What follows belongs to an exercise in optimizing a design on an open flow for small area, a short achievable clock period and few clock cycles; a production flow would make more cautious choices. The RTL was checked by simulation tests, not by an equivalence proof against the original design.

==> design/flow/design.v <==
module priority_encoder #(parameter [31:0] W = 16)(
    input wire [W-1:0] input_vec,
    output reg output_valid,
    output reg [$clog2(W)-1:0] output_index
);
  integer i;
  always @(*) begin
    output_valid = 0;  
    output_index = 0;  
    for (i = W-1; i >= 0; i = i - 1) begin
      if (input_vec[i]) begin
        output_valid = 1;
        output_index = i[$clog2(W)-1:0];
      end
    end
  end
endmodule
module match_req_route_table (
    input wire [4*20-1:0] offset,
    output wire [4*(3 + 1)-1:0] route_map
);
    wire [20-1:0] channel_lower_bound [(3 + 1)-1:0];
    wire [20-1:0] channel_upper_bound [(3 + 1)-1:0];
    assign channel_lower_bound[0] = 0;
    assign channel_upper_bound[0] = 2 ** 12 - 768;
    assign channel_lower_bound[1] = 0;
    assign channel_upper_bound[1] = 2 ** 15 - 768;  
    assign channel_lower_bound[2] = 0;
    assign channel_upper_bound[2] = 2 ** 16 - 768;  
    assign channel_lower_bound[3] = 2 ** 16 - 768;
    assign channel_upper_bound[3] = 2 ** 20 - 1;  
    genvar i, j;
    generate
        for(i = 0; i < 4; i = i + 1) begin: ROUTE_MAP_GEN
            for(j = 0; j < (3 + 1); j = j + 1) begin: CHANNEL_GEN
                assign route_map[i*(3 + 1) + j] = 
                {offset[(i)*(20) +: (20)]} >= channel_lower_bound[j] && 
                {offset[(i)*(20) +: (20)]} < channel_upper_bound[j];
            end
        end
    endgenerate
endmodule
module lazy_summary_pipeline (
    input wire clk,
    input wire i_match_done,
    input wire [6-1:0] i_match_head_ptr,
    input wire [6-1:0] i_seq_head_ptr,
    input wire i_delim,
    input wire [4-1:0] i_match_valid,
    input wire [4*((5 + 6 - 1)+1)-1:0] i_match_len,
    input wire [4*20-1:0] i_offset,
    output wire o_summary_done,
    output wire [6-1:0] o_seq_head_ptr,
    output wire [17-1:0] o_summary_ll,
    output wire [(((5 + 6 - 1)+1))-1:0] o_summary_ml,
    output wire [20-1:0] o_summary_offset,
    output wire o_summary_delim,
    output wire o_summary_eoj,
    output wire [(((5 + 6 - 1)+1))-1:0] o_summary_overlap_len,
    output wire o_move_to_next_job,
    output wire [6-1:0] o_move_forward
);
    localparam GAIN_BITS = ((5 + 6 - 1)+1) + 2;
    reg s0_match_done_reg;
    reg [6-1:0] s0_seq_head_ptr_reg;
    reg s0_delim_reg;
    reg [4-1:0] s0_match_valid_reg;
    reg [4*(6+1)-1:0] s0_ll_reg;
    reg [4*((5 + 6 - 1)+1)-1:0] s0_match_len_reg;
    reg [4*20-1:0] s0_offset_reg;
    reg [4*$clog2(20)-1:0] s0_offset_bits_reg;
    reg [4*GAIN_BITS-1:0] s0_gain_reg;
    wire [4 * $clog2(20)-1:0] reversed_offset_bits;
    wire [4 * $clog2(20)-1:0] s0_offset_bits;
    function  automatic  [20-1:0] reverse_offset (
        input [20-1:0] offset
    );
        integer i;
        for(i = 0; i < 20; i = i + 1) begin
        reverse_offset[i] = offset[20-1-i];
        end
    endfunction
    genvar g_i;
    generate
        for(g_i = 0; g_i < 4; g_i = g_i + 1) begin: OFFSET_BITS_GEN
        /*verilator lint_off PINCONNECTEMPTY*/
        priority_encoder #(20) offset_bits_enc (
            .input_vec(reverse_offset({i_offset[(g_i)*(20) +: (20)]})),
            .output_valid(),
            .output_index({reversed_offset_bits[(g_i)*($clog2(20)) +: ($clog2(20))]})
        );
        assign {s0_offset_bits[(g_i)*($clog2(20)) +: ($clog2(20))]} = 20 - {reversed_offset_bits[(g_i)*($clog2(20)) +: ($clog2(20))]};
        end
    endgenerate
    always @(posedge clk) begin
        s0_match_done_reg <= i_match_done;
        s0_seq_head_ptr_reg <= i_seq_head_ptr;
        s0_delim_reg <= i_delim;
        s0_match_valid_reg <= i_match_valid;
        s0_match_len_reg <= i_match_len;
        s0_offset_bits_reg <= s0_offset_bits;
        s0_offset_reg <= i_offset;
        for(integer i = 0; i < 4; i = i + 1) begin
            {s0_ll_reg[(i)*(6+1) +: (6+1)]} <= {{(6+1)-$bits(i_match_head_ptr){1'b0}}, (i_match_head_ptr)} - {{(6+1)-$bits(i_seq_head_ptr){1'b0}}, (i_seq_head_ptr)} + i[6+1-1:0];
            {s0_gain_reg[(i)*(GAIN_BITS) +: (GAIN_BITS)]} <= {{(GAIN_BITS)-$bits({{i_match_len[(i)*(((5 + 6 - 1)+1)) +: (((5 + 6 - 1)+1))]}, 2'b0}){1'b0}}, ({{i_match_len[(i)*(((5 + 6 - 1)+1)) +: (((5 + 6 - 1)+1))]}, 2'b0})}
            + (GAIN_BITS)'(4 * (4 - i) + 20 + 1);  
        end
    end
    reg s1_match_done_reg;
    reg [6-1:0] s1_seq_head_ptr_reg;
    reg s1_delim_reg;
    reg [4-1:0] s1_match_valid_reg;
    reg [4*(6+1)-1:0] s1_ll_reg;
    reg [4*((5 + 6 - 1)+1)-1:0] s1_match_len_reg;
    reg [4*20-1:0] s1_offset_reg;
    reg [4*((5 + 6 - 1)+1)-1:0] s1_move_forward_reg; 
    reg [4*GAIN_BITS-1:0] s1_gain_reg;
    always @(posedge clk) begin
        s1_match_done_reg <= s0_match_done_reg;
        s1_seq_head_ptr_reg <= s0_seq_head_ptr_reg;
        s1_delim_reg <= s0_delim_reg;
        s1_match_valid_reg <= s0_match_valid_reg;
        s1_match_len_reg <= s0_match_len_reg;
        s1_offset_reg <= s0_offset_reg;
        s1_ll_reg <= s0_ll_reg;
        for(integer i = 0; i < 4; i = i + 1) begin
            {s1_gain_reg[(i)*(GAIN_BITS) +: (GAIN_BITS)]} <= s0_match_valid_reg[i] ? ({s0_gain_reg[(i)*(GAIN_BITS) +: (GAIN_BITS)]}
            - {{(GAIN_BITS)-$bits({s0_offset_bits_reg[(i)*($clog2(20)) +: ($clog2(20))]}){1'b0}}, ({s0_offset_bits_reg[(i)*($clog2(20)) +: ($clog2(20))]})}) : 0;
            {s1_move_forward_reg[(i)*(((5 + 6 - 1)+1)) +: (((5 + 6 - 1)+1))]} <= {s0_match_len_reg[(i)*(((5 + 6 - 1)+1)) +: (((5 + 6 - 1)+1))]} + 
            {{(((5 + 6 - 1)+1))-$bits({s0_ll_reg[(i)*(6+1) +: (6+1)]}){1'b0}}, ({s0_ll_reg[(i)*(6+1) +: (6+1)]})}; 
        end
    end
    localparam BEST_LAYER = $clog2(4);
    reg best_match_done_reg[BEST_LAYER-1:0];
    reg [6-1:0] best_seq_head_ptr_reg[BEST_LAYER-1:0];
    reg best_delim_reg[BEST_LAYER-1:0];
    wire [GAIN_BITS-1:0] cand_gain [4-1:0];
    genvar g_c;
    generate
        for(g_c = 0; g_c < 4; g_c = g_c + 1) begin: CAND_GEN
            assign cand_gain[g_c] = {s1_gain_reg[(g_c)*(GAIN_BITS) +: (GAIN_BITS)]};
        end
    endgenerate
    wire l0_sel_a = !(cand_gain[0] > cand_gain[1]);          
    wire l0_sel_b = !(cand_gain[2] > cand_gain[3]);          
    wire [1:0] l0_idx_a = {1'b0, l0_sel_a};
    wire [1:0] l0_idx_b = {1'b1, l0_sel_b};
    wire l1_sel = !(cand_gain[l0_idx_a] > cand_gain[l0_idx_b]);
    wire [1:0] best_idx = l1_sel ? l0_idx_b : l0_idx_a;
    reg [6+1-1:0] best_ll_q;
    reg [((5 + 6 - 1)+1)-1:0] best_match_len_q;
    reg [20-1:0] best_offset_q;
    reg [((5 + 6 - 1)+1)-1:0] best_move_forward_q;
    always @(posedge clk) begin
        best_match_done_reg[0] <= s1_match_done_reg;
        best_seq_head_ptr_reg[0] <= s1_seq_head_ptr_reg;
        best_delim_reg[0] <= s1_delim_reg;
        for(integer layer = 1; layer < BEST_LAYER; layer = layer + 1) begin
            best_match_done_reg[layer] <= best_match_done_reg[layer-1];
            best_seq_head_ptr_reg[layer] <= best_seq_head_ptr_reg[layer-1];
            best_delim_reg[layer] <= best_delim_reg[layer-1];
        end
        best_ll_q <= {s1_ll_reg[(best_idx)*(6+1) +: (6+1)]};
        best_match_len_q <= {s1_match_len_reg[(best_idx)*(((5 + 6 - 1)+1)) +: (((5 + 6 - 1)+1))]};
        best_offset_q <= {s1_offset_reg[(best_idx)*(20) +: (20)]};
        best_move_forward_q <= {s1_move_forward_reg[(best_idx)*(((5 + 6 - 1)+1)) +: (((5 + 6 - 1)+1))]};
    end
    reg s3_match_done_reg;
    reg [6-1:0] s3_seq_head_ptr_reg;
    reg [6+1-1:0] s3_ll_reg;
    reg [((5 + 6 - 1)+1)-1:0] s3_ml_reg;
    reg [20-1:0] s3_offset_reg;
    reg s3_eoj_reg;
    reg [(((5 + 6 - 1)+1))-1:0] s3_overlap_len_reg;
    reg s3_move_to_next_job_reg;
    reg [6-1:0] s3_move_forward_reg;
    reg s3_delim_reg;
    wire signed [((5 + 6 - 1)+1)+1-1:0] s3_overlap_len;
    assign s3_overlap_len = best_move_forward_q + {{(((5 + 6 - 1)+1))-$bits(best_seq_head_ptr_reg[BEST_LAYER-1]){1'b0}}, (best_seq_head_ptr_reg[BEST_LAYER-1])} - (2**6);
    always @(posedge clk) begin
        s3_match_done_reg <= best_match_done_reg[BEST_LAYER-1];
        s3_seq_head_ptr_reg <= best_seq_head_ptr_reg[BEST_LAYER-1];
        s3_delim_reg <= best_delim_reg[BEST_LAYER-1];
        if (s3_overlap_len >= 0) begin
            if(best_delim_reg[BEST_LAYER-1]) begin
                s3_ll_reg <= (2**6) - {{(6+1)-$bits(best_seq_head_ptr_reg[BEST_LAYER-1]){1'b0}}, (best_seq_head_ptr_reg[BEST_LAYER-1])};
                s3_ml_reg <= '0;
                s3_offset_reg <= '0;
                s3_eoj_reg <= 1'b1;
                s3_overlap_len_reg <= '0;
                s3_move_to_next_job_reg <= 1'b1;
                s3_move_forward_reg <= '0;
            end else begin
                s3_ll_reg <= best_ll_q;
                s3_ml_reg <= best_match_len_q;  
                s3_offset_reg <= best_offset_q;  
                s3_eoj_reg <= 1'b1;
                s3_overlap_len_reg <= s3_overlap_len[(((5 + 6 - 1)+1))-1:0];
                s3_move_to_next_job_reg <= 1'b1;
                s3_move_forward_reg <= '0;
            end
        end else begin
            s3_ll_reg <= best_ll_q;  
            s3_ml_reg <= best_match_len_q;  
            s3_offset_reg <= best_offset_q;  
            s3_eoj_reg <= 1'b0;
            s3_overlap_len_reg <= '0;
            s3_move_to_next_job_reg <= 1'b0;
            s3_move_forward_reg <= best_move_forward_q[6-1:0];  
        end
    end
    assign o_summary_done = s3_match_done_reg;
    assign o_seq_head_ptr = s3_seq_head_ptr_reg;
    assign o_summary_ll = {{(17)-$bits(s3_ll_reg){1'b0}}, (s3_ll_reg)};
    assign o_summary_ml = s3_ml_reg;
    assign o_summary_offset = s3_offset_reg;
    assign o_summary_delim = s3_delim_reg;
    assign o_summary_eoj = s3_eoj_reg;
    assign o_summary_overlap_len = s3_overlap_len_reg;
    assign o_move_to_next_job = s3_move_to_next_job_reg;
    assign o_move_forward = s3_move_forward_reg;
endmodule
module jp_load (
    input wire [20-1:0] hb,
    input wire [(2**4)-1:0] hv_in,
    input wire [(2**4)*23-1:0] ha_in,
    input wire [(2**4)*($clog2(13)+1)-1:0] hm_in,
    input wire [(2**4)-1:0] hx_in,
    input wire prev_v0,
    input wire [20-1:0] prev_d0,
    output wire [(2**4)*(3 + ($clog2(13)+1) + 20 + 3)-1:0] wdata
);
  function automatic [24:0] padd(input [23:0] a, input [23:0] b, input ci); 
    reg [23:0] p, gg, pp; 
    integer i, d; 
    begin 
      p = a ^ b; 
      gg = a & b; 
      pp = p; 
      gg[0] = gg[0] | (p[0] & ci); 
      for (d = 1; d < 24; d = d * 2) begin 
        for (i = 23; i >= d; i = i - 1) begin 
          gg[i] = gg[i] | (pp[i] & gg[i-d]); 
          pp[i] = pp[i] & pp[i-d]; 
        end 
      end 
      padd = {gg[23], p ^ {gg[22:0], ci}}; 
    end 
  endfunction 
  function automatic [47:0] csa(input [23:0] a, input [23:0] b, input [23:0] c); 
    begin 
      csa = {((a & b) | (a & c) | (b & c)) << 1, a ^ b ^ c}; 
    end 
  endfunction
  localparam AW = 23;
  localparam MW = ($clog2(13)+1);
  localparam OW = 20;
  localparam EW = (3 + ($clog2(13)+1) + 20 + 3);
  genvar g;
  wire [16*OW-1:0] dall;
  generate
    for (g = 0; g < 16; g = g + 1) begin : WR_GEN
      wire [AW-1:0] a = ha_in[g*AW +: AW];
      wire hv = hv_in[g];
      wire hx = hx_in[g];
      wire [47:0] dcs = csa({4'b0, hb}, {4'b0, ~a[OW-1:0]}, 24'(g + 1));
      wire [24:0] ds = padd(dcs[23:0], dcs[47:24], 1'b0);
      wire [OW-1:0] d = ds[OW-1:0];
      assign dall[g*OW +: OW] = d;
      wire c13 = (&a[OW-1:4]) & (a[3:0] >= 4'd3);
      wire [2:0] ah = a[AW-1:OW] + {2'b0, c13};
      wire pv;
      wire [OW-1:0] pd;     
      if (g == 0) begin : P0
        assign pv = prev_v0;
        assign pd = prev_d0;
      end else begin : PN
        assign pv = hv_in[g-1];
        assign pd = dall[(g-1)*OW +: OW];
      end
      wire same = pv ? (d == pd) : (d == {OW{1'b0}});
      assign wdata[g*EW +: EW] = {hv, hv & hx, hv & hx & ~same,
                                  hm_in[g*MW +: MW], d, ah};
    end
  endgenerate
endmodule
module jp_seek (
    input wire [64*(3 + ($clog2(13)+1) + 20 + 3)-1:0] tbl,
    input wire [5:0] s,
    input wire [1:0] lc,
    input wire [23-1:0] cur_h13,
    output wire [4*(3 + ($clog2(13)+1) + 20 + 3)-1:0] bank_word,
    output wire [3:0] bank_ovf,
    output reg [5:0] pstar,
    output wire found,
    output wire pstar_ok,
    output wire lanyp_a,
    output wire [23-1:0] hq_sum,
    output wire [4*5-1:0] bank_bits
);
  function automatic [24:0] padd(input [23:0] a, input [23:0] b, input ci); 
    reg [23:0] p, gg, pp; 
    integer i, d; 
    begin 
      p = a ^ b; 
      gg = a & b; 
      pp = p; 
      gg[0] = gg[0] | (p[0] & ci); 
      for (d = 1; d < 24; d = d * 2) begin 
        for (i = 23; i >= d; i = i - 1) begin 
          gg[i] = gg[i] | (pp[i] & gg[i-d]); 
          pp[i] = pp[i] & pp[i-d]; 
        end 
      end 
      padd = {gg[23], p ^ {gg[22:0], ci}}; 
    end 
  endfunction 
  function automatic [47:0] csa(input [23:0] a, input [23:0] b, input [23:0] c); 
    begin 
      csa = {((a & b) | (a & c) | (b & c)) << 1, a ^ b ^ c}; 
    end 
  endfunction
  localparam AW = 23;
  localparam EW = (3 + ($clog2(13)+1) + 20 + 3);
  localparam F_V  = EW - 1;
  localparam F_VX = EW - 2;
  localparam F_PD = EW - 3;
  genvar g, h;
  function automatic [7:0] thermo8(input [2:0] x);
    integer k;
    begin
      for (k = 0; k < 8; k = k + 1) thermo8[k] = (k >= x);
    end
  endfunction
  wire [7:0] th_h = thermo8(s[5:3]);
  wire [7:0] th_l = thermo8(s[2:0]);
  wire [7:0] eq_h = th_h & ~{th_h[6:0], 1'b0};
  wire [63:0] vm;
  generate
    for (g = 0; g < 64; g = g + 1) begin : VM_GEN
      assign vm[g] = tbl[g*EW + F_V] & ((th_h[g/8] & ~eq_h[g/8]) | (eq_h[g/8] & th_l[g%8]));
    end
  endgenerate
  reg [63:0] po;
  always @(*) begin
    po = vm;
    for (integer d = 1; d < 64; d = d * 2)
      for (integer i = 63; i >= d; i = i - 1)
        po[i] = po[i] | po[i-d];
  end
  wire [63:0] fh = vm & ~{po[62:0], 1'b0};
  assign found = po[63];
  always @(*) begin
    for (integer b = 0; b < 6; b = b + 1) begin
      pstar[b] = 1'b0;
      for (integer k = 0; k < 64; k = k + 1)
        if (k[b]) pstar[b] = pstar[b] | fh[k];
    end
  end
  wire ok1 = |fh[12:0];
  wire ok2 = |fh[28:0];
  wire ok3 = |fh[44:0];
  assign pstar_ok = (lc == 2'd1) ? ok1 : (lc == 2'd2) ? ok2 : (lc == 2'd3) ? ok3 : 1'b0;
  generate
    for (g = 0; g < 4; g = g + 1) begin : BANK_GEN
      wire [15:0] rs;
      for (h = 0; h < 16; h = h + 1) begin : RS_GEN
        assign rs[h] = fh[4*h+g] | ((4*h+g-1 >= 0) ? fh[(4*h+g-1 >= 0) ? 4*h+g-1 : 0] : 1'b0)
                     | ((4*h+g-2 >= 0) ? fh[(4*h+g-2 >= 0) ? 4*h+g-2 : 0] : 1'b0)
                     | ((4*h+g-3 >= 0) ? fh[(4*h+g-3 >= 0) ? 4*h+g-3 : 0] : 1'b0);
      end
      reg [EW-1:0] wsel;
      always @(*) begin
        wsel = {EW{1'b0}};
        for (integer r = 0; r < 16; r = r + 1)
          wsel = wsel | ({EW{rs[r]}} & tbl[(4*r+g)*EW +: EW]);
      end
      assign bank_word[g*EW +: EW] = wsel;
      wire [20-1:0] o = wsel[3 +: 20];
      reg [4:0] bits;
      always @(*) begin
        bits = 5'd20;
        for (integer k = 0; k < 20; k = k + 1) if (o[k]) bits = k[4:0] + 5'd1;
      end
      assign bank_bits[g*5 +: 5] = bits;
      assign bank_ovf[g] = (g < 1 ? fh[61] : 1'b0) | (g < 2 ? fh[62] : 1'b0) | (g < 3 ? fh[63] : 1'b0);
    end
  endgenerate
  wire [3:0] apend;
  generate
    for (g = 0; g < 4; g = g + 1) begin : APEND_GEN
      wire [1:0] bs = pstar[1:0] + g[1:0];
      wire [EW-1:0] w = bank_word[bs*EW +: EW];
      if (g == 0) begin : P0
        assign apend[g] = w[F_VX];
      end else begin : PN
        assign apend[g] = ~bank_ovf[bs] & w[F_PD];
      end
    end
  endgenerate
  assign lanyp_a = |apend;
  wire [24:0] hqs = padd({1'b0, cur_h13}, {18'b0, pstar}, 1'b0);
  assign hq_sum = hqs[AW-1:0];
endmodule
module jp_lane (
    input wire [4*(3 + ($clog2(13)+1) + 20 + 3)-1:0] bw,
    input wire [3:0] bovf,
    input wire [1:0] lp_lo,
    input wire [4*20-1:0] lo_off,
    input wire [4*5-1:0] bbits,
    output wire [4*5-1:0] lbits,
    output wire [3:0] lv,
    output wire [3:0] lpend,
    output wire [4*($clog2(13)+1)-1:0] lm,
    output wire [4*20-1:0] loff,
    output wire [4*20-1:0] ld,
    output wire [4*3-1:0] lah
);
  localparam MW = ($clog2(13)+1);
  localparam OW = 20;
  localparam EW = (3 + ($clog2(13)+1) + 20 + 3);
  localparam F_V  = EW - 1;
  localparam F_VX = EW - 2;
  localparam F_PD = EW - 3;
  localparam F_M  = 3 + OW;
  localparam F_D  = 3;
  localparam F_AH = 0;
  genvar g;
  generate
    for (g = 0; g < 4; g = g + 1) begin : LANE_GEN
      wire [1:0] bs = lp_lo + g[1:0];
      wire [EW-1:0] w = bw[bs*EW +: EW];
      wire lin = ~bovf[bs];
      assign lv[g] = lin & w[F_V];
      if (g == 0) begin : P0
        assign lpend[g] = w[F_VX];
      end else begin : PN
        assign lpend[g] = lin & w[F_PD];
      end
      assign lm[g*MW +: MW] = lin ? w[F_M +: MW] : {MW{1'b0}};
      assign loff[g*OW +: OW] = lin ? (w[F_V] ? w[F_D +: OW] : {OW{1'b0}}) : lo_off[g*OW +: OW];
      assign ld[g*OW +: OW] = w[F_D +: OW];
      assign lah[g*3 +: 3] = w[F_AH +: 3];
      assign lbits[g*5 +: 5] = bbits[bs*5 +: 5];
    end
  endgenerate
endmodule
module jp_gain (
    input wire [4*($clog2(13)+1)-1:0] lm,
    input wire [4*5-1:0] lbits,
    output wire [4*9-1:0] gcomb
);
  function automatic [24:0] padd(input [23:0] a, input [23:0] b, input ci); 
    reg [23:0] p, gg, pp; 
    integer i, d; 
    begin 
      p = a ^ b; 
      gg = a & b; 
      pp = p; 
      gg[0] = gg[0] | (p[0] & ci); 
      for (d = 1; d < 24; d = d * 2) begin 
        for (i = 23; i >= d; i = i - 1) begin 
          gg[i] = gg[i] | (pp[i] & gg[i-d]); 
          pp[i] = pp[i] & pp[i-d]; 
        end 
      end 
      padd = {gg[23], p ^ {gg[22:0], ci}}; 
    end 
  endfunction 
  function automatic [47:0] csa(input [23:0] a, input [23:0] b, input [23:0] c); 
    begin 
      csa = {((a & b) | (a & c) | (b & c)) << 1, a ^ b ^ c}; 
    end 
  endfunction
  localparam MW = ($clog2(13)+1);
  localparam OW = 20;
  genvar g;
  generate
    for (g = 0; g < 4; g = g + 1) begin : G_GEN
      wire [4:0] bits = lbits[g*5 +: 5];
      wire [24:0] gs = padd({17'b0, lm[g*MW +: MW], 2'b00}, {15'b0, 9'(4 * (4 - g) + 21)} + {15'b0, 4'hf, ~bits}, 1'b1);
      assign gcomb[g*9 +: 9] = gs[8:0];
    end
  endgenerate
endmodule
module jp_req (
    input wire [23-1:0] lhq,
    input wire [4*20-1:0] loff,
    input wire [4*20-1:0] ld,
    input wire [4*3-1:0] lah,
    output wire [4*23-1:0] head_addr,
    output wire [4*23-1:0] hist_addr,
    output wire [4*4-1:0] router_map
);
  function automatic [24:0] padd(input [23:0] a, input [23:0] b, input ci); 
    reg [23:0] p, gg, pp; 
    integer i, d; 
    begin 
      p = a ^ b; 
      gg = a & b; 
      pp = p; 
      gg[0] = gg[0] | (p[0] & ci); 
      for (d = 1; d < 24; d = d * 2) begin 
        for (i = 23; i >= d; i = i - 1) begin 
          gg[i] = gg[i] | (pp[i] & gg[i-d]); 
          pp[i] = pp[i] & pp[i-d]; 
        end 
      end 
      padd = {gg[23], p ^ {gg[22:0], ci}}; 
    end 
  endfunction 
  function automatic [47:0] csa(input [23:0] a, input [23:0] b, input [23:0] c); 
    begin 
      csa = {((a & b) | (a & c) | (b & c)) << 1, a ^ b ^ c}; 
    end 
  endfunction
  localparam AW = 23;
  localparam OW = 20;
  genvar g;
  generate
    for (g = 0; g < 4; g = g + 1) begin : REQ_GEN
      wire [24:0] hd = padd({1'b0, lhq}, 24'(g), 1'b0);
      wire [OW-1:0] o = loff[g*OW +: OW];
      wire [47:0] hcs = csa({4'b0, lhq[OW-1:0]}, {4'b0, ~ld[g*OW +: OW]}, 24'(g + 1));
      wire [24:0] hl = padd(hcs[23:0], hcs[47:24], 1'b0);
      wire [24:0] c0 = padd({4'b0, o}, 24'd1045248, 1'b0);     
      wire [24:0] c1 = padd({4'b0, o}, 24'd1016576, 1'b0);     
      wire [24:0] c2 = padd({4'b0, o}, 24'd983808, 1'b0);      
      assign head_addr[g*AW +: AW] = hd[AW-1:0];
      assign hist_addr[g*AW +: AW] = {lah[g*3 +: 3], hl[OW-1:0]};
      assign router_map[g*4 + 0] = !c0[OW];
      assign router_map[g*4 + 1] = !c1[OW];
      assign router_map[g*4 + 2] = !c2[OW];
      assign router_map[g*4 + 3] = c2[OW] && (o != 20'hFFFFF);
    end
  endgenerate
endmodule
module jp_dg (
    input wire [4*9-1:0] gq,
    output wire [6*16-1:0] dg      
);
  function automatic [24:0] padd(input [23:0] a, input [23:0] b, input ci); 
    reg [23:0] p, gg, pp; 
    integer i, d; 
    begin 
      p = a ^ b; 
      gg = a & b; 
      pp = p; 
      gg[0] = gg[0] | (p[0] & ci); 
      for (d = 1; d < 24; d = d * 2) begin 
        for (i = 23; i >= d; i = i - 1) begin 
          gg[i] = gg[i] | (pp[i] & gg[i-d]); 
          pp[i] = pp[i] & pp[i-d]; 
        end 
      end 
      padd = {gg[23], p ^ {gg[22:0], ci}}; 
    end 
  endfunction 
  function automatic [47:0] csa(input [23:0] a, input [23:0] b, input [23:0] c); 
    begin 
      csa = {((a & b) | (a & c) | (b & c)) << 1, a ^ b ^ c}; 
    end 
  endfunction
  function automatic [15:0] dif(input [8:0] gi, input [8:0] gj);
    reg [24:0] d;
    begin
      d = padd({15'b0, gi}, {15'h7fff, ~gj}, 1'b1);
      dif = d[15:0];
    end
  endfunction
  wire [8:0] q0 = gq[0 +: 9], q1 = gq[9 +: 9], q2 = gq[18 +: 9], q3 = gq[27 +: 9];
  assign dg[0*16 +: 16] = dif(q0, q1);
  assign dg[1*16 +: 16] = dif(q2, q3);
  assign dg[2*16 +: 16] = dif(q0, q2);
  assign dg[3*16 +: 16] = dif(q0, q3);
  assign dg[4*16 +: 16] = dif(q1, q2);
  assign dg[5*16 +: 16] = dif(q1, q3);
endmodule
module jp_cmp (
    input wire [4*((5 + 6 - 1)+1)-1:0] rr,
    input wire [3:0] lv,
    input wire lanyp,
    input wire [4*9-1:0] gq,
    input wire [6*16-1:0] dg,
    input wire [4*9-1:0] gcomb,
    output wire [5:0] c
);
  function automatic [24:0] padd(input [23:0] a, input [23:0] b, input ci); 
    reg [23:0] p, gg, pp; 
    integer i, d; 
    begin 
      p = a ^ b; 
      gg = a & b; 
      pp = p; 
      gg[0] = gg[0] | (p[0] & ci); 
      for (d = 1; d < 24; d = d * 2) begin 
        for (i = 23; i >= d; i = i - 1) begin 
          gg[i] = gg[i] | (pp[i] & gg[i-d]); 
          pp[i] = pp[i] & pp[i-d]; 
        end 
      end 
      padd = {gg[23], p ^ {gg[22:0], ci}}; 
    end 
  endfunction 
  function automatic [47:0] csa(input [23:0] a, input [23:0] b, input [23:0] c); 
    begin 
      csa = {((a & b) | (a & c) | (b & c)) << 1, a ^ b ^ c}; 
    end 
  endfunction
  localparam LW = ((5 + 6 - 1)+1);
  genvar g;
  wire [3:0] wr, gz;
  generate
    for (g = 0; g < 4; g = g + 1) begin : W_GEN
      wire [LW-1:0] r = rr[g*LW +: LW];
      wire [8:0] G = gq[g*9 +: 9];
      wire [24:0] c6 = padd({18'b0, r[5:0]}, {18'b0, G[7:2]}, 1'b0);
      wire hi1 = &r[LW-1:6];
      assign wr[g] = hi1 & c6[6];
      assign gz[g] = (G[1:0] == 2'b00) && hi1 && c6[6] && (c6[5:0] == 6'd0);
    end
  endgenerate
  function automatic cmp_req(input vi, input vj, input zi, input wi, input wj,
                             input [10:0] ri, input [10:0] rj, input [15:0] d);
    reg [47:0] c3;
    reg [24:0] z;
    reg cc;
    begin
      c3 = csa({11'b0, ri, 2'b00}, ~{11'b0, rj, 2'b00}, {{8{d[15]}}, d});
      z = padd(c3[23:0], c3[47:24], 1'b0);
      if (wi == wj) cc = !z[15];
      else if (wi) cc = !z[15] && (z[14] || z[13]);
      else cc = !z[15] || (z[15:13] == 3'b111);
      cmp_req = vi && (vj ? cc : !zi);
    end
  endfunction
  function automatic cmp_nr(input vi, input vj, input [8:0] gi, input [8:0] gj);
    reg [24:0] z;
    begin
      z = padd({15'b0, gj}, {15'b0, ~gi}, 1'b1);       
      cmp_nr = vi && (!vj || !z[9]);
    end
  endfunction
  wire [10:0] r0 = rr[0 +: 11], r1 = rr[11 +: 11], r2 = rr[22 +: 11], r3 = rr[33 +: 11];
  wire [8:0] n0 = gcomb[0 +: 9], n1 = gcomb[9 +: 9], n2 = gcomb[18 +: 9], n3 = gcomb[27 +: 9];
  assign c[0] = lanyp ? cmp_req(lv[0], lv[1], gz[0], wr[0], wr[1], r0, r1, dg[0*16 +: 16]) : cmp_nr(lv[0], lv[1], n0, n1);
  assign c[1] = lanyp ? cmp_req(lv[2], lv[3], gz[2], wr[2], wr[3], r2, r3, dg[1*16 +: 16]) : cmp_nr(lv[2], lv[3], n2, n3);
  assign c[2] = lanyp ? cmp_req(lv[0], lv[2], gz[0], wr[0], wr[2], r0, r2, dg[2*16 +: 16]) : cmp_nr(lv[0], lv[2], n0, n2);
  assign c[3] = lanyp ? cmp_req(lv[0], lv[3], gz[0], wr[0], wr[3], r0, r3, dg[3*16 +: 16]) : cmp_nr(lv[0], lv[3], n0, n3);
  assign c[4] = lanyp ? cmp_req(lv[1], lv[2], gz[1], wr[1], wr[2], r1, r2, dg[4*16 +: 16]) : cmp_nr(lv[1], lv[2], n1, n2);
  assign c[5] = lanyp ? cmp_req(lv[1], lv[3], gz[1], wr[1], wr[3], r1, r3, dg[5*16 +: 16]) : cmp_nr(lv[1], lv[3], n1, n3);
endmodule
module jp_lend (
    input wire [4*((5 + 6 - 1)+1)-1:0] rr,
    input wire [4*($clog2(13)+1)-1:0] lm,
    input wire [5:0] lp,
    input wire [5:0] s,
    output wire [3:0] tpos,
    output wire [4*6-1:0] sn
);
  function automatic [24:0] padd(input [23:0] a, input [23:0] b, input ci); 
    reg [23:0] p, gg, pp; 
    integer i, d; 
    begin 
      p = a ^ b; 
      gg = a & b; 
      pp = p; 
      gg[0] = gg[0] | (p[0] & ci); 
      for (d = 1; d < 24; d = d * 2) begin 
        for (i = 23; i >= d; i = i - 1) begin 
          gg[i] = gg[i] | (pp[i] & gg[i-d]); 
          pp[i] = pp[i] & pp[i-d]; 
        end 
      end 
      padd = {gg[23], p ^ {gg[22:0], ci}}; 
    end 
  endfunction 
  function automatic [47:0] csa(input [23:0] a, input [23:0] b, input [23:0] c); 
    begin 
      csa = {((a & b) | (a & c) | (b & c)) << 1, a ^ b ^ c}; 
    end 
  endfunction
  localparam LW = ((5 + 6 - 1)+1);
  localparam MW = ($clog2(13)+1);
  genvar g;
  wire [24:0] lls = padd({18'b0, lp}, {18'h3ffff, ~s}, 1'b1);       
  generate
    for (g = 0; g < 4; g = g + 1) begin : LB_GEN
      wire [LW-1:0] r = rr[g*LW +: LW];
      wire [MW-1:0] m = lm[g*MW +: MW];
      wire [6:0] ll = lls[6:0] + 7'(g);
      wire [24:0] ks = padd({19'b0, m}, {17'b0, ll}, 1'b0);
      wire [24:0] mfs = padd({17'b0, ks[6:0]}, {13'b0, r}, 1'b0);    
      wire [LW-1:0] mf = mfs[LW-1:0];
      wire [24:0] t6 = padd({18'b0, mf[5:0]}, {18'b0, s}, 1'b0);
      assign tpos[g] = (|mf[LW-1:6]) | t6[6];                         
      assign sn[g*6 +: 6] = t6[5:0];
    end
  endgenerate
endmodule
module jp_b (
    input wire [4*((5 + 6 - 1)+1)-1:0] rr,      
    input wire [3:0] lv,
    input wire lanyp,
    input wire [4*($clog2(13)+1)-1:0] lm,
    input wire [4*9-1:0] gq,
    input wire [4*9-1:0] gcomb,
    input wire [5:0] lp,
    input wire [5:0] s,
    output wire [1:0] best,
    output wire tpos_best,
    output wire [5:0] sn_best
);
  wire [6*16-1:0] dg;
  wire [5:0] c;
  wire [3:0] tpos;
  wire [4*6-1:0] sn;
  jp_dg u_dg (.gq(gq), .dg(dg));
  jp_cmp u_cmp (.rr(rr), .lv(lv), .lanyp(lanyp), .gq(gq), .dg(dg), .gcomb(gcomb), .c(c));
  jp_lend u_lend (.rr(rr), .lm(lm), .lp(lp), .s(s), .tpos(tpos), .sn(sn));
  wire c01 = c[0], c23 = c[1], c02 = c[2], c03 = c[3], c12 = c[4], c13 = c[5];
  wire a_gt_b = c01 ? (c23 ? c02 : c03) : (c23 ? c12 : c13);
  assign best = a_gt_b ? {1'b0, !c01} : {1'b1, !c23};
  wire tpos_a = c01 ? tpos[0] : tpos[1];
  wire tpos_b = c23 ? tpos[2] : tpos[3];
  assign tpos_best = a_gt_b ? tpos_a : tpos_b;
  wire [5:0] sn_a = c01 ? sn[0 +: 6] : sn[6 +: 6];
  wire [5:0] sn_b = c23 ? sn[12 +: 6] : sn[18 +: 6];
  assign sn_best = a_gt_b ? sn_a : sn_b;
endmodule
module jp_rec (
    input wire [1:0] best,
    input wire [4*((5 + 6 - 1)+1)-1:0] rr,
    input wire [4*($clog2(13)+1)-1:0] lm,
    input wire [4*20-1:0] loff,
    input wire [5:0] lp,
    input wire [5:0] s,
    input wire tpos,
    input wire fin,
    output wire [6:0] o_ll,
    output wire [((5 + 6 - 1)+1)-1:0] o_ml,
    output wire [20-1:0] o_off,
    output wire o_eoj,
    output wire [((5 + 6 - 1)+1)-1:0] o_ovl
);
  function automatic [24:0] padd(input [23:0] a, input [23:0] b, input ci); 
    reg [23:0] p, gg, pp; 
    integer i, d; 
    begin 
      p = a ^ b; 
      gg = a & b; 
      pp = p; 
      gg[0] = gg[0] | (p[0] & ci); 
      for (d = 1; d < 24; d = d * 2) begin 
        for (i = 23; i >= d; i = i - 1) begin 
          gg[i] = gg[i] | (pp[i] & gg[i-d]); 
          pp[i] = pp[i] & pp[i-d]; 
        end 
      end 
      padd = {gg[23], p ^ {gg[22:0], ci}}; 
    end 
  endfunction 
  function automatic [47:0] csa(input [23:0] a, input [23:0] b, input [23:0] c); 
    begin 
      csa = {((a & b) | (a & c) | (b & c)) << 1, a ^ b ^ c}; 
    end 
  endfunction
  localparam LW = ((5 + 6 - 1)+1);
  localparam MW = ($clog2(13)+1);
  localparam OW = 20;
  wire [LW-1:0] r = rr[best*LW +: LW];
  wire [MW-1:0] m = lm[best*MW +: MW];
  wire [OW-1:0] o = loff[best*OW +: OW];
  wire [24:0] lls = padd({18'b0, lp}, {18'h3ffff, ~s}, 1'b1);
  wire [6:0] ll = lls[6:0] + {5'b0, best};
  wire [24:0] lens = padd({19'b0, m}, {13'b0, r}, 1'b0);
  wire [24:0] ks = padd({19'b0, m}, {17'b0, ll}, 1'b0);
  wire [24:0] mfs = padd({17'b0, ks[6:0]}, {13'b0, r}, 1'b0);
  wire [24:0] ovs = padd({13'b0, mfs[LW-1:0]}, {13'b0, 5'b11111, s}, 1'b0);
  assign o_ll = fin ? 7'd64 - {1'b0, s} : ll;
  assign o_ml = fin ? {LW{1'b0}} : lens[LW-1:0];
  assign o_off = fin ? {OW{1'b0}} : o;
  assign o_eoj = fin | tpos;
  assign o_ovl = (fin || !tpos) ? {LW{1'b0}} : ovs[LW-1:0];
endmodule
module job_pe #(parameter JOB_PE_IDX = 0) (
    input wire clk,
    input wire rst_n,
    input wire hash_batch_valid,
    input wire [23-1:0] hash_batch_head_addr,
    input wire [(2**4)-1:0] hash_batch_history_valid,
    input wire [(2**4)*23-1:0] hash_batch_history_addr,
    input wire [(2**4)*($clog2(13)+1)-1:0] hash_batch_meta_match_len,
    input wire [(2**4)-1:0] hash_batch_meta_match_can_ext,
    input wire hash_batch_delim,
    output wire hash_batch_ready,
    output reg seq_valid,
    output reg [17-1:0] seq_ll,
    output reg [(((5 + 6 - 1)+1))-1:0] seq_ml,
    output reg [20-1:0] seq_offset,
    output reg seq_eoj,
    output reg [(((5 + 6 - 1)+1))-1:0] seq_overlap_len,
    output reg seq_delim,
    input wire seq_ready,
    output wire match_req_group_valid,
    output wire [4*23-1:0] match_req_group_head_addr,
    output reg [4*23-1:0] match_req_group_history_addr,
    output reg [4*(3 + 1)-1:0] match_req_group_router_map,
    output reg [4-1:0] match_req_group_strb,
    input wire match_req_group_ready,
    input wire match_resp_group_valid,
    output wire match_resp_group_ready,
    input wire [4*((5 + 6 - 1)+1)-1:0] match_resp_group_match_len
);
  localparam AW = 23;
  localparam MW = ($clog2(13)+1);
  localparam LW = ((5 + 6 - 1)+1);
  localparam OW = 20;
  localparam NW = 16;                
  localparam EW = (3 + ($clog2(13)+1) + 20 + 3);            
  localparam RW = (7 + ((5 + 6 - 1)+1) + 20 + 1 + ((5 + 6 - 1)+1) + 6);
  localparam F_V  = EW - 1;
  localparam F_D  = 3;
  genvar g;
  reg [1:0] lc;         
  reg [1:0] njobs;      
  reg cur_id;           
  reg [AW-1:0] jh13 [0:1];   
  reg jdelim [0:1];
  reg [5:0] s;          
  localparam PH_A = 2'd0, PH_R = 2'd1, PH_B = 2'd2, PH_W = 2'd3;
  reg [1:0] ph;
  wire cur_partial = (njobs == 2'd1) && (lc != 2'd0);
  wire have_cur = (njobs != 2'd0);
  wire cur_full = have_cur && !cur_partial;
  wire newest_is_cur = (njobs == 2'd0) || cur_partial;
  wire load_id = newest_is_cur ? cur_id : ~cur_id;
  wire nxt_loading = ((njobs == 2'd1) && (lc == 2'd0)) || ((njobs == 2'd2) && (lc != 2'd0));
  assign hash_batch_ready = newest_is_cur || (nxt_loading && (s[5:4] > lc));
  wire fire_b = hash_batch_valid && hash_batch_ready;
  wire [AW-1:0] cur_h13 = jh13[cur_id];
  wire cur_delim = jdelim[cur_id];
  reg [64*EW-1:0] tbl;
  reg prev_v0;
  reg [OW-1:0] prev_d0;
  always @(*) begin
    case (lc)
      2'd1: begin prev_v0 = tbl[15*EW + F_V]; prev_d0 = tbl[15*EW + F_D +: OW]; end
      2'd2: begin prev_v0 = tbl[31*EW + F_V]; prev_d0 = tbl[31*EW + F_D +: OW]; end
      default: begin prev_v0 = tbl[47*EW + F_V]; prev_d0 = tbl[47*EW + F_D +: OW]; end
    endcase
  end
  wire [NW*EW-1:0] wdata;
  jp_load u_load (
    .hb(hash_batch_head_addr[OW-1:0]),
    .hv_in(hash_batch_history_valid),
    .ha_in(hash_batch_history_addr),
    .hm_in(hash_batch_meta_match_len),
    .hx_in(hash_batch_meta_match_can_ext),
    .prev_v0(prev_v0),
    .prev_d0(prev_d0),
    .wdata(wdata)
  );
  generate
    for (g = 0; g < 4; g = g + 1) begin : SLOT_GEN
      always @(posedge clk) begin
        if (hash_batch_ready && (lc == g[1:0])) begin
          tbl[g*NW*EW +: NW*EW] <= wdata;
        end
      end
    end
  endgenerate
  wire [4*EW-1:0] bank_word;
  wire [3:0] bank_ovf;
  wire [5:0] pstar;
  wire found, pstar_ok, lanyp_a;
  wire [AW-1:0] hq_sum;
  wire [4*5-1:0] bank_bits;
  jp_seek u_seek (
    .tbl(tbl), .s(s), .lc(lc), .cur_h13(cur_h13),
    .bank_word(bank_word), .bank_ovf(bank_ovf), .pstar(pstar), .found(found),
    .pstar_ok(pstar_ok), .lanyp_a(lanyp_a), .hq_sum(hq_sum), .bank_bits(bank_bits)
  );
  reg [4*EW-1:0] bw;      
  reg [3:0] bovf;         
  reg [5:0] lp;           
  reg [AW-1:0] lhq;       
  reg [4*5-1:0] bbits;    
  always @(posedge clk) begin
    if (ph == PH_A && !e_block) begin
      bw <= bank_word;
      bovf <= bank_ovf;
      lp <= pstar;
      lhq <= hq_sum;
      bbits <= bank_bits;
    end
  end
  reg sv_q;        
  reg rec_wait;    
  reg [6:0] alt_ll;
  always @(*) seq_valid = sv_q && !rec_wait;
  wire out_free = !sv_q || (seq_valid && seq_ready);
  reg e_v;
  wire e_write = e_v && out_free;
  wire e_block = e_v && !out_free;    
  wire a_go = have_cur && (ph == PH_A) && !e_block && (cur_full || (found && pstar_ok));
  wire a_step = a_go && found;
  wire a_tail = a_go && !found && !e_v && out_free;
  reg [4*OW-1:0] lo_off;    
  wire [4*5-1:0] lbits;
  wire [3:0] lv, lpend;
  wire [4*MW-1:0] lm;
  wire [4*OW-1:0] loff, ld;
  wire [4*3-1:0] lah;
  jp_lane u_lane (
    .bw(bw), .bovf(bovf), .lp_lo(lp[1:0]), .lo_off(lo_off), .bbits(bbits), .lbits(lbits),
    .lv(lv), .lpend(lpend), .lm(lm), .loff(loff), .ld(ld), .lah(lah)
  );
  wire lanyp = |lpend;
  wire [4*9-1:0] gcomb;
  jp_gain u_gain (.lm(lm), .lbits(lbits), .gcomb(gcomb));
  assign match_req_group_valid = (ph == PH_R);
  wire [4*AW-1:0] req_hist;
  wire [4*4-1:0] req_map;
  jp_req u_req (
    .lhq(lhq), .loff(loff), .ld(ld), .lah(lah),
    .head_addr(match_req_group_head_addr), .hist_addr(req_hist), .router_map(req_map)
  );
  always @(*) begin
    match_req_group_history_addr = req_hist;
    match_req_group_router_map = req_map;
    match_req_group_strb = lpend;
  end
  reg [4*9-1:0] gq;
  always @(posedge clk) begin
    if (ph == PH_R) begin
      gq <= gcomb;
    end
  end
  wire b_ok = (ph == PH_B) && !e_v;
  assign match_resp_group_ready = b_ok && lanyp;
  wire b_commit = b_ok && (!lanyp || match_resp_group_valid);
  wire delim_arrive = fire_b && (lc == 2'd3) && cur_partial;
  wire eff_full = cur_full || delim_arrive;
  wire eff_delim = cur_full ? cur_delim : hash_batch_delim;
  wire [4*LW-1:0] rr;
  generate
    for (g = 0; g < 4; g = g + 1) begin : RR_GEN
      assign rr[g*LW +: LW] = lpend[g] ? match_resp_group_match_len[g*LW +: LW] : {LW{1'b0}};
    end
  endgenerate
  wire [1:0] best;
  wire tpos_best;
  wire [5:0] sn_best;
  jp_b u_b (
    .rr(rr), .lv(lv), .lanyp(lanyp), .lm(lm), .gq(gq), .gcomb(gcomb),
    .lp(lp), .s(s), .best(best), .tpos_best(tpos_best), .sn_best(sn_best)
  );
  reg [1:0] e_best;
  reg [4*LW-1:0] e_r;
  reg [5:0] e_s;
  reg e_tpos, e_known, e_delim;
  always @(posedge clk) begin
    if (b_commit) begin
      e_best <= best;
      e_r <= rr;
      e_s <= s;
      e_tpos <= tpos_best;
      e_known <= eff_full;
      e_delim <= eff_delim;
    end else if (e_v && !e_known && delim_arrive) begin
      e_known <= 1'b1;
      e_delim <= hash_batch_delim;
    end
  end
  wire d_known = e_known || delim_arrive;
  wire d_val = e_known ? e_delim : hash_batch_delim;
  wire [6:0] r_ll;
  wire [LW-1:0] r_ml, r_ovl;
  wire [OW-1:0] r_off;
  wire r_eoj;
  jp_rec u_rec (
    .best(e_best), .rr(e_r), .lm(lm), .loff(loff), .lp(lp), .s(e_s),
    .tpos(e_tpos), .fin(e_tpos && d_known && d_val),
    .o_ll(r_ll), .o_ml(r_ml), .o_off(r_off), .o_eoj(r_eoj), .o_ovl(r_ovl)
  );
  wire w_end = (ph == PH_W) && delim_arrive;
  wire job_end = a_tail || (b_commit && tpos_best && eff_full) || w_end;
  always @(posedge clk) begin
    if (!rst_n) begin
      sv_q <= 1'b0;
      rec_wait <= 1'b0;
      e_v <= 1'b0;
    end else begin
      if (e_write || a_tail) begin
        sv_q <= 1'b1;
      end else if (seq_valid && seq_ready) begin
        sv_q <= 1'b0;
      end
      if (e_write) begin
        rec_wait <= !d_known;
      end else if (delim_arrive) begin
        rec_wait <= 1'b0;
      end
      if (b_commit) begin
        e_v <= 1'b1;
      end else if (e_write) begin
        e_v <= 1'b0;
      end
    end
  end
  always @(posedge clk) begin
    if (e_write) alt_ll <= 7'd64 - {1'b0, e_s};
    if (b_commit) lo_off <= loff;
  end
  always @(posedge clk) begin
    if (rec_wait && delim_arrive) begin
      seq_delim <= hash_batch_delim;
      if (hash_batch_delim && seq_eoj) begin
        seq_ll <= {{(17-7){1'b0}}, alt_ll};
        seq_ml <= '0;
        seq_offset <= '0;
        seq_overlap_len <= '0;
      end
    end else if (a_tail) begin
      seq_ll <= {{(17-7){1'b0}}, 7'd64 - {1'b0, s}};
      seq_ml <= '0;
      seq_offset <= '0;
      seq_eoj <= 1'b1;
      seq_overlap_len <= '0;
      seq_delim <= cur_delim;
    end else if (e_write) begin
      seq_ll <= {{(17-7){1'b0}}, r_ll};
      seq_ml <= r_ml;
      seq_offset <= r_off;
      seq_eoj <= r_eoj;
      seq_overlap_len <= r_ovl;
      seq_delim <= d_val;
    end
  end
  always @(posedge clk) begin
    if (fire_b) begin
      if (lc == 2'd0) jh13[load_id] <= hash_batch_head_addr + AW'(13);
      if (lc == 2'd3) jdelim[load_id] <= hash_batch_delim;
    end
  end
  wire inc_j = fire_b && (lc == 2'd0);
  wire [1:0] nj_keep = inc_j ? njobs + 2'd1 : njobs;
  wire [1:0] nj_dec = inc_j ? njobs : njobs - 2'd1;
  wire early_end = a_tail || w_end;                  
  wire b_end_if = b_commit && eff_full;              
  wire [1:0] nj_t0 = early_end ? nj_dec : nj_keep;
  wire [1:0] nj_t1 = (early_end || b_end_if) ? nj_dec : nj_keep;
  reg [1:0] ph_n0;                                   
  always @(*) begin
    ph_n0 = ph;
    if (early_end) ph_n0 = PH_A;
    else case (ph)
      PH_A: if (a_step) ph_n0 = lanyp_a ? PH_R : PH_B;
      PH_R: if (match_req_group_ready) ph_n0 = PH_B;
      default: ;
    endcase
  end
  wire [5:0] s_n0 = early_end ? 6'd0 : s;
  always @(posedge clk) begin
    if (!rst_n) begin
      lc <= 2'd0;
      njobs <= 2'd0;
      cur_id <= 1'b0;
      s <= 6'd0;
      ph <= PH_A;
    end else begin
      if (fire_b) lc <= lc + 2'd1;
      njobs <= tpos_best ? nj_t1 : nj_t0;
      cur_id <= cur_id ^ (early_end || (b_end_if && tpos_best));
      if (b_commit) begin
        ph <= (tpos_best && !eff_full) ? PH_W : PH_A;
        s <= sn_best & {6{!(tpos_best && eff_full)}};
      end else begin
        ph <= ph_n0;
        s <= s_n0;
      end
    end
  end
endmodule
==> design/flow/run.sh <==
#!/bin/bash
# synth_recipe.tcl (not shown) runs the flow's synth.tcl, then flattens the netlist and writes it again
# the make line also repeats each setting of config.mk as NAME=value (left out here)
make -C /OpenROAD-flow-scripts/flow DESIGN_CONFIG=/design/flow/config.mk WORK_HOME=/design/flow/orfs CLKGATE_MAP_FILE= SYNTH_SCRIPT=/design/flow/synth_recipe.tcl finish
==> design/flow/config.mk <==
export PLATFORM = sky130hd
export DESIGN_NAME = job_pe
export DESIGN_NICKNAME = job_pe
export VERILOG_FILES = /design/flow/design.v
export SDC_FILE = /design/flow/constraint.sdc
export NUM_CORES = 4
export LEC_CHECK = 0
export CAP_MARGIN = 40
export CORE_MARGIN = 2
export CORE_UTILIZATION = 40
export PLACE_DENSITY = 0.6
export SETUP_SLACK_MARGIN = 4
export SLEW_MARGIN = 20
export SYNTH_HIERARCHICAL = 1
==> design/flow/constraint.sdc <==
create_clock -name core_clock -period 10.0 [get_ports {clk}]
set_input_delay 2.0000 -clock core_clock [delete_from_list [all_inputs] [get_ports {clk}]]
set_output_delay 2.0000 -clock core_clock [all_outputs]
set_load 0.01 [all_outputs]
==> impl_metrics.sql <==
INSERT INTO impl_metrics (metric_group, metric, value, unit) VALUES
('outcome', 'outcome', 'finished clean', ''),
('placement', 'place.detailed.instances', '18000', ''),
('layout', 'mostFrequentLayoutCells', 'sky130_fd_sc_hd__edfxtp_1, sky130_fd_sc_hd__ha_1, sky130_fd_sc_hd__inv_1, sky130_fd_sc_hd__nand2_1, sky130_fd_sc_hd__clkdlybuf4s50_1', ''),
('floorplanning', 'number_of_top_level_pins', '823', ''),
('layout', 'fill_cells', '32400', ''),
('floorplanning', 'chipWidth', '609', 'um'),
('synth', 'edff_count_synth', '2438', ''),
('sta', 'finalCritPeriodShare', '0.669', ''),
('placement', 'place_congestion', '0.990', ''),
('critical_path', 'critical_path_peak_fanout', '8', ''),
('grt', 'use_met2', '0.504', ''),
('floorplanning', 'dieHeight', '609', 'um'),
('clock_network', 'cts_hold_buf', '0', ''),
('clock_network', 'cts_inserted_buffers', '264', ''),
('clock_network', 'tritoncts_clock_tree', 'done', ''),
('routing', 'drt_first_iter_violations', '17700', ''),
('routing', 'wire_length_per_cell_after_detailed_routing', '33.6', 'um'),
('routing', 'total_drc_errors_in_the_routed_layout', '0', ''),
('grt', 'grt_start_max_net_pins', '161', ''),
('floorplanning', 'total_die_area', '371000', 'sq um'),
('sta', 'timing_max_transition_violations_final', '0', ''),
('sta', 'finalSetupViolCount', '0', ''),
('sta', 'grt_setup_unrepaired', 'true', ''),
('synth', 'netlist.area_leader.share', '0.500', ''),
('floorplanning', 'initial_core_util', '0.401', ''),
('sta', 'worst-slew-pin-transition', '1.25', 'ns'),
('layout', 'num-nets-final', '15600', ''),
('grt', 'groute.layer.met3.usage', '0.0956', ''),
('routing', 'final_antenna_violating_net_count', '0', ''),
('sta', 'slew_headroom', '0.164', ''),
('layout', 'area_delta_synth_final', '22.7', '%'),
('clock_network', 'clock_root_buffer', 'sky130_fd_sc_hd__clkbuf_16', ''),
('sta', 'total_negative_setup_slack', '0', 'ns'),
('clock_network', 'clk_latency', '0.97', 'ns'),
('placement', 'postPlaceCellArea', '163000', 'sq um'),
('routing', 'initial_drt_pass_iterations', '11', ''),
('synth', 'synthDominantAreaCellType', 'sky130_fd_sc_hd__edfxtp_1', ''),
('sta', 'final.min_clock_period', '6.69', 'ns'),
('sta', 'fmax', '150', 'MHz'),
('floorplanning', 'core_region_area', '365000', 'sq um'),
('synth', 'library_cells_used_by_synthesis', '154', ''),
('layout', 'final_area', '180000', 'sq um'),
('layout', 'fin_util', '0.493', ''),
('min_path', 'hold_class', 'reg -> reg', ''),
('grt', 'grt_first_pass_wirelength', '858', 'mm'),
('grt', 'via_count_of_the_first_global_routing_pass', '110000', ''),
('grt', 'grt_antenna_before_repair', '82', ''),
('placement', 'post-dp-hpwl', '463', 'mm'),
('synth', 'synth.cell_area', '146000', 'sq um'),
('clock_network', 'clock_tree.buffer_depth', '4', ''),
('synth', 'post_syn_instances', '12300', ''),
('synth', 'synth_async_sr_flop_share', '0', ''),
('sta', 'skew', '0.0834', 'ns'),
('routing', 'post_dr_vias_cell', '6.24', ''),
('layout', 'drive_gt1_frac', '0.179', ''),
('routing', 'num_vias', '118000', ''),
('critical_path', 'cp.arrival', '4.69', 'ns'),
('floorplanning', 'floorplan.rows', '222', ''),
('placement', 'port_buffers', '812', ''),
('layout', 'finish.cell_count_without_fillers', '18900', ''),
('layout', 'seqCellArea', '73600', 'sq um'),
('clock_network', 'cts.clk_slew.worst_paths', '0.06', 'ns'),
('synth', 'synth_seq_cells', '2455', ''),
('grt', 'met1_usage_in_global_routing', '0.415', ''),
('critical_path', 'worst_setup_path_start_kind', 'flip-flop', ''),
('critical_path', 'cp-end-kind', 'output port', ''),
('synth', 'synth.avg_cell_area', '11.9', 'sq um'),
('critical_path', 'cp_data_required_time', '8.00', 'ns'),
('run', 'cap_violations', '0', '');
==> logic make-up after synthesis <==
group	after synthesis	share of synthesized area
AO/OA/AOI/OAI	2765	0.139
XOR/XNOR	955	0.0578
adder cells (fa/ha/maj)	1257	0.113
buffers and inverters	1625	0.0490
flip-flops	2455	0.502
multiplexers	238	0.0301
other	3	0.0000769
AND/OR/NAND/NOR	3038	0.109
==> timing repair <==
item,CTS,global route
endpoints found under the setup margin,395,194
buffers inserted,208,114
gates cloned,19,3
pin swaps,159,183
resized for setup,938,368
==> sequential cells by signal (all words and copies together) (netlist names), 6 cells and up, named ones only <==
name and cells:
tbl 1984, bw 124, lo_off 80, jh13 46, e_r 44, gq 36
lhq 23, bbits 20, seq_offset 20, seq_ml 11, seq_overlap_len 11, alt_ll 7
seq_ll 7, e_s 6, lp 6, s 6
==> routing by layer <==
layer  up-vias  wire [um]
li1      50000          -
met1     58100     234000
met2      7945     278000
met3      1591      78900
met4        26      42700
met5         -        397
==> Yosys cell counts (all sizes together), types with 27 or more instances <==
| cell | n |
|---|---|
| inv | 1080 |
| a211o | 28 |
| ha | 1140 |
| a22oi | 217 |
| edfxtp | 2438 |
| a21o | 169 |
| a211oi | 150 |
| fa | 115 |
| nand3 | 270 |
| o2111ai | 31 |
| a31oi | 63 |
| xor2 | 367 |
| nand2 | 762 |
| nor2 | 525 |
| a2111oi | 46 |
| xnor2 | 583 |
| mux2 | 39 |
| nor3 | 214 |
| a22o | 57 |
| nand4 | 283 |
| or3 | 51 |
| o21bai | 80 |
| nor2b | 151 |
| a311oi | 27 |
| a21boi | 53 |
| nand2b | 89 |
| a221oi | 213 |
| and3 | 204 |
| o21ai | 364 |
| nor4 | 92 |
| o211ai | 79 |
| and2 | 132 |
| o41ai | 39 |
| a21oi | 545 |
| o31ai | 50 |
| mux4 | 158 |
| or4 | 76 |
| or2 | 49 |
| o21a | 95 |
| buf | 359 |
| mux2i | 41 |
| a221o | 102 |
| clkbuf | 186 |
| a222oi | 162 |
==> Yosys stat by module (local to each module, per instance), a selection <==
module	area [sq um]	cells inside	flip-flops and latches	times used
jp_req	6790	971	0	1
jp_seek	16500	2506	0	1
jp_b	278	28	0	1
jp_lane	5050	523	0	1
jp_load	24800	3275	0	1
jp_lend	3500	441	0	1
jp_dg	2510	350	0	1
==> worst paths after layout <==
| check | start | to | slack, ns | cells after the start |
|---|---|---|---|---|
| worst max register to register | lp[1] | s[5] | 3.52 | 26 |
| worst max-delay path | lp[1] | match_req_group_history_addr[88] | 3.31 | 17 |
| worst min-delay path | tbl[1366] | bw[2] | 0.52 | 2 |
| worst min register to register | tbl[1366] | bw[2] | 0.52 | 2 |
==> critical path, cell delays in order (launching register included) <==
cell	delay (ns)
sky130_fd_sc_hd__edfxtp_1	0.44
sky130_fd_sc_hd__buf_12	0.17
sky130_fd_sc_hd__buf_16	0.14
sky130_fd_sc_hd__buf_6	0.12
sky130_fd_sc_hd__buf_12	0.13
sky130_fd_sc_hd__clkbuf_16	0.17
sky130_fd_sc_hd__mux4_2	0.43
sky130_fd_sc_hd__ha_4	0.27
sky130_fd_sc_hd__buf_6	0.11
sky130_fd_sc_hd__fa_2	0.39
sky130_fd_sc_hd__nor2b_2	0.17
sky130_fd_sc_hd__o31a_1	0.23
sky130_fd_sc_hd__o211ai_1	0.17
sky130_fd_sc_hd__buf_4	0.18
sky130_fd_sc_hd__a21oi_4	0.12
sky130_fd_sc_hd__mux2i_1	0.09
sky130_fd_sc_hd__a311oi_2	0.25
sky130_fd_sc_hd__buf_2	0.18
==> through the flow <==
step	setup slack (ns)	hold slack, ns
finish	3.31	0.521
floorplan	2.01	0.495
detailed placement	1.84	0.508
CTS	3.32	0.523
global placement	1.82	0.514
global route	3.22	0.544
==> layout make-up <==
class,instances,area share
Clock buffer,316,0.0385
Antenna cell,50,0.000696
Inverter,1080,0.0227
Timing Repair Buffer,1710,0.0917
Sequential cell,2455,0.409
Clock inverter,162,0.00967
Multi-Input combinational cell,8268,0.394
Tap cell,4816,0.0335

-- what the ideal ports hide --
How much do the figures lean on ideal ports? The routed layout below was timed once more, with nothing changed but the port constraints. Step 1 (the two cells are an assumption about what drives the block):
set clk [get_ports {clk}]
set_driving_cell -lib_cell sky130_fd_sc_hd__clkbuf_16 $clk
set_driving_cell -lib_cell sky130_fd_sc_hd__buf_2 [delete_from_list [all_inputs] $clk]
Step 2, shift: input delay + t, output delay - t, t = (earliest + latest rising clock arrival at the registers) / 2. This alone moves slack from input paths to output paths. Three values: ideal ports, drivers, drivers and shift; two values: the first two.
t, ns: 1.044
slack for setup (ns): 3.311 / 3.196 / 2.638
clock arrival spread, ns: 0.083 / 0.083
After both steps setup and hold are still met in this run. For this run, drivers alone change the setup slack by -0.115 ns; drivers and shift together by -0.673 ns.
